From an optimization exercise on the open Yosys and OpenROAD flow, aimed at small area, a short achievable clock period and few clock cycles; shortcuts taken in it are not production practice.
The RTL was checked by simulation tests, not by an equivalence proof against the original design.
Power figures rest on the tool's default switching activity, not on a simulated workload.

==> flow/design.v <==
module cpu (input clk, input rst,
            output [31:0] imem_addr, input [31:0] imem_rdata,
            output [31:0] dmem_addr, output [31:0] dmem_wdata,
            output dmem_we, output dmem_re, input [31:0] dmem_rdata);
    reg [31:2] pc;
    reg        x_wr, x_lw, x_sw, x_beq, x_sub;
    reg        x_fam, x_fbm;    
    reg        x_oi, x_om, x_ob;    
    reg [4:0]  x_rd;
    reg [31:0] x_a, x_b;
    reg [15:0] x_i;
    reg [31:2] x_tgt;
    reg        m_wr, m_lw, m_sw;
    reg [4:0]  m_rd;
    reg [31:0] m_r, m_sd;
    assign dmem_addr  = m_r;
    assign dmem_wdata = m_sd;
    assign dmem_we    = m_sw;
    assign dmem_re    = m_lw;
    wire [31:0] m_res = m_lw ? dmem_rdata : m_r;
    wire [31:0] a   = x_fam ? m_r : x_a;
    wire [31:0] b   = x_fbm ? m_r : x_b;
    wire [31:0] op2 = ({32{x_oi}} & {{16{x_i[15]}}, x_i}) | ({32{x_om}} & m_r) |
                      ({32{x_ob}} & x_b);
    wire [31:0] alu;
    cs_add alu_add (.a(a), .b(op2 ^ {32{x_sub}}), .ci(x_sub), .s(alu));
    wire eq_ab = (x_a == x_b);
    wire eq_mb = (m_r == x_b);
    wire eq_am = (x_a == m_r);
    wire taken = x_beq & (x_fam ? (x_fbm | eq_mb) : (x_fbm ? eq_am : eq_ab));
    wire [31:0] inst = imem_rdata;
    wire [5:0] op = inst[31:26];
    wire [4:0] rs = inst[25:21];
    wire [4:0] rt = inst[20:16];
    wire [4:0] rdf = inst[15:11];
    wire d_R    = (op == 6'h00);
    wire d_addi = (op == 6'h08) | (op == 6'h09);
    wire d_lw   = (op == 6'h23);
    wire d_sw   = (op == 6'h2B);
    wire d_beq  = (op == 6'h04);
    wire d_j    = (op == 6'h02);
    wire d_ubeq = d_beq & (rs == rt);
    wire [4:0] d_rd = d_R ? rdf : (d_addi | d_lw) ? rt : 5'd0;
    wire d_wr = (d_R | d_addi | d_lw) & (d_rd != 5'd0);
    wire [31:2] pc4, btgt;
    assign pc4 = pc + 30'd1;
    sk_add #(30) br_add (.a(pc), .b({{14{inst[15]}}, inst[15:0]}), .ci(1'b1), .s(btgt));
    wire [31:2] jtgt = {4'b0000, inst[25:0]};
    reg [31:0] rf_r [1:31];
    reg [31:1] rf_e;
    integer i;
    always @(posedge clk)
        for (i = 1; i < 32; i = i + 1)
            if (m_wr && m_rd == i) rf_r[i] <= m_res;
    always @(posedge clk or posedge rst)
        if (rst) rf_e <= 31'd0;
        else
            for (i = 1; i < 32; i = i + 1)
                rf_e[i] <= (rf_e[i] | (m_wr && m_rd == i)) & !(x_wr && x_rd == i);
    wire [31:1] rf_en = rf_e;
    genvar k, n;
    wire [31:0] sa0, sa1, sb0, sb1;
    rdec dec_a0 (.r(rs), .en(rf_en), .we(m_wr), .wa(m_rd), .sel(sa0));
    rdec dec_a1 (.r(rs), .en(rf_en), .we(m_wr), .wa(m_rd), .sel(sa1));
    rdec dec_b0 (.r(rt), .en(rf_en), .we(m_wr), .wa(m_rd), .sel(sb0));
    rdec dec_b1 (.r(rt), .en(rf_en), .we(m_wr), .wa(m_rd), .sel(sb1));
    wire [31:0] rsv, rtv;
    generate for (n = 0; n < 32; n = n + 1) begin : col
        wire [31:0] d;
        assign d[0] = m_res[n];
        for (k = 1; k < 32; k = k + 1) begin : rb
            assign d[k] = rf_r[k][n];
        end
        wire [3:0] pa_n, pb_n;
        for (k = 0; k < 4; k = k + 1) begin : grp
            wire [31:0] sa = (n < 16) ? sa0 : sa1;
            wire [31:0] sb = (n < 16) ? sb0 : sb1;
            aoi8 ua (.s(sa[8*k+7:8*k]), .d(d[8*k+7:8*k]), .y_n(pa_n[k]));
            aoi8 ub (.s(sb[8*k+7:8*k]), .d(d[8*k+7:8*k]), .y_n(pb_n[k]));
        end
        assign rsv[n] = ~&pa_n;
        assign rtv[n] = ~&pb_n;
    end endgenerate
    wire hs = x_wr & (x_rd == rs);
    wire ht = x_wr & (x_rd == rt);
    wire use_rs = d_R | d_addi | d_lw | d_sw | (d_beq & ~d_ubeq);
    wire use_rt = d_R | d_sw | (d_beq & ~d_ubeq);
    wire stall = x_lw & ((hs & use_rs) | (ht & use_rt));
    wire go = ~taken & ~stall;
    wire [31:2] pc_oth = taken ? x_tgt : stall ? pc : d_j ? jtgt : pc4;
    wire sel_b = ~taken & ~stall & ~d_j & d_ubeq;
    wire [31:2] pc_next;
    mux2w #(30) pc_mux (.s(sel_b), .a(pc_oth), .b(btgt), .y(pc_next));
    always @(posedge clk or posedge rst) begin
        if (rst) begin
            pc <= 30'd0;
            x_wr <= 1'b0; x_lw <= 1'b0; x_sw <= 1'b0; x_beq <= 1'b0;
            m_wr <= 1'b0; m_lw <= 1'b0; m_sw <= 1'b0;
        end else begin
            pc <= pc_next;
            x_wr  <= go & d_wr;
            x_lw  <= go & d_lw;
            x_sw  <= go & d_sw;
            x_beq <= go & d_beq & ~d_ubeq;
            m_wr  <= x_wr;
            m_lw  <= x_lw;
            m_sw  <= x_sw;
        end
    end
    always @(posedge clk) begin
        x_rd  <= d_rd;
        x_sub <= d_R & inst[1];
        x_fam <= hs;
        x_fbm <= ht;
        x_oi  <= ~d_R;
        x_om  <= d_R & ht;
        x_ob  <= d_R & ~ht;
        x_a   <= rsv;
        x_b   <= rtv;
        x_i   <= inst[15:0];
        x_tgt <= btgt;
        m_rd  <= x_rd;
        m_r   <= alu;
        m_sd  <= b;
    end
    assign imem_addr = {pc, 2'b00};
endmodule
module aoi8 (input [7:0] s, input [7:0] d, output y_n);
    assign y_n = ~|(s & d);
endmodule
module sk_add #(parameter N = 32) (input [N-1:0] a, input [N-1:0] b, input ci,
                                   output [N-1:0] s);
    wire [N-1:0] g0 = a & b;
    wire [N-1:0] p0 = a ^ b;
    reg  [N-1:0] g, p, gn, pn;
    integer i, l;
    always @* begin
        g = g0;
        p = p0;
        for (l = 0; (1 << l) < N; l = l + 1) begin
            gn = g;
            pn = p;
            for (i = 0; i < N; i = i + 1)
                if ((i >> l) & 1) begin
                    gn[i] = g[i] | (p[i] & g[((i >> l) << l) - 1]);
                    pn[i] = p[i] & p[((i >> l) << l) - 1];
                end
            g = gn;
            p = pn;
        end
    end
    wire [N-1:0] c = {g[N-2:0] | (p[N-2:0] & {(N-1){ci}}), ci};
    assign s = p0 ^ c;
endmodule
module mux2w #(parameter N = 32) (input s, input [N-1:0] a, input [N-1:0] b, output [N-1:0] y);
    assign y = s ? b : a;
endmodule
module rdec (input [4:0] r, input [31:1] en, input we, input [4:0] wa, output [31:0] sel);
    assign sel[0] = we && wa == r;
    genvar k;
    generate for (k = 1; k < 32; k = k + 1) begin : d
        assign sel[k] = en[k] && r == k;
    end endgenerate
endmodule
module cs_add (input [31:0] a, input [31:0] b, input ci, output [31:0] s);
    wire [16:0] lo;
    wire [15:0] hi0, hi1, hi;
    sk_add #(17) add_lo (.a({1'b0, a[15:0]}), .b({1'b0, b[15:0]}), .ci(ci), .s(lo));
    sk_add #(16) add_h0 (.a(a[31:16]), .b(b[31:16]), .ci(1'b0), .s(hi0));
    sk_add #(16) add_h1 (.a(a[31:16]), .b(b[31:16]), .ci(1'b1), .s(hi1));
    mux2w #(16) hi_sel (.s(lo[16]), .a(hi0), .b(hi1), .y(hi));
    assign s = {hi, lo[15:0]};
endmodule
clock: 8.0 ns
lec_check: 0
cap_margin: 20
cell_pad_in_sites_detail_placement: 1
cell_pad_in_sites_global_placement: 1
core_margin: 2
core_utilization: 50
cts_cluster_diameter: 90
cts_cluster_size: 22
place_density: 0.8
setup_slack_margin: 4.8
slew_margin: 20
synth_hierarchical: 1
synth_minimum_keep_size: 0
tns_end_percent: 5
run.sh (not shown) runs the stock make flow with config.mk's settings and CLKGATE_MAP_FILE= SYNTH_SCRIPT=/design/flow/synth_recipe.tcl, a recipe that flattens the netlist after the stock synthesis.
Testbench counts at the start, summed over its fixed seeds: cycles 47,352.
Next try:
- CORE_UTILIZATION: 50 -> 55
- CTS_CLUSTER_DIAMETER: 90 -> 80
- CTS_CLUSTER_SIZE: 22 -> 18
- PLACE_DENSITY: 0.8 -> 0.85
What happened: The changed run went through all stages and came out clean. Count of clock-buffer cells in the layout went up by 24. Final area drops by 0.86%. Die area is lower by 9.0%. Global-route usage rises by 4.8 points. Worst setup slack gets worse by 0.33 ns.
Next try:
- CORE_UTILIZATION: 55 -> 50
- PLACE_DENSITY: 0.85 -> 0.8
- SETUP_SLACK_MARGIN: 4.8 -> 4.6
Outcome: Die area went up by 9.9%. Non-clock buffer count went down by 8. Final area went down by 0.35%. Worst hold slack is worse by 0.11 ns. Clock power went down by about 2%. Flip-flop and latch count does not change.
Next try:
- SETUP_SLACK_MARGIN: 4.6 -> 4.8
Result: The new run produced a clean layout; non-clock buffer count came out higher by 40; cell area came out higher slightly; clock-buffer cell count is unchanged; power came out higher slightly.

-- port drivers added, routing unchanged --
In the flow no input, the clock included, has a driving cell. The finished layouts below were timed again as built, in two steps. Step 1: set_driving_cell puts a clkbuf_16 on clk and a buf_2 on each other input, an assumption about the parent block. Step 2 moves the port delays by t, midway between the first and last clock arrival at a register: inputs arrive t later, outputs are due t later. That takes back most of the time a late clock gives input paths. Slacks: ideal / step 1 / step 2; pairs: ideal / step 1.
| run | t (ns) | setup slack, ns | worst hold slack (ns) |
|---|---|---|---|
| the first run | 0.751 | 4.473 / 4.450 / 3.699 | 0.386 / 0.386 / 0.386 |
| the second run | 0.766 | 4.139 / 4.139 / 3.489 | 0.495 / 0.495 / 0.495 |
| the third run | 0.768 | 4.397 / 4.323 / 3.646 | 0.383 / 0.383 / 0.383 |
| the fourth run | 0.760 | 4.541 / 4.559 / 3.816 | 0.384 / 0.384 / 0.384 |
After both steps every run listed still meets setup and hold. The setup slack of the first run, which loses most, moves by -0.023 ns with the drivers and by -0.774 ns with both steps.
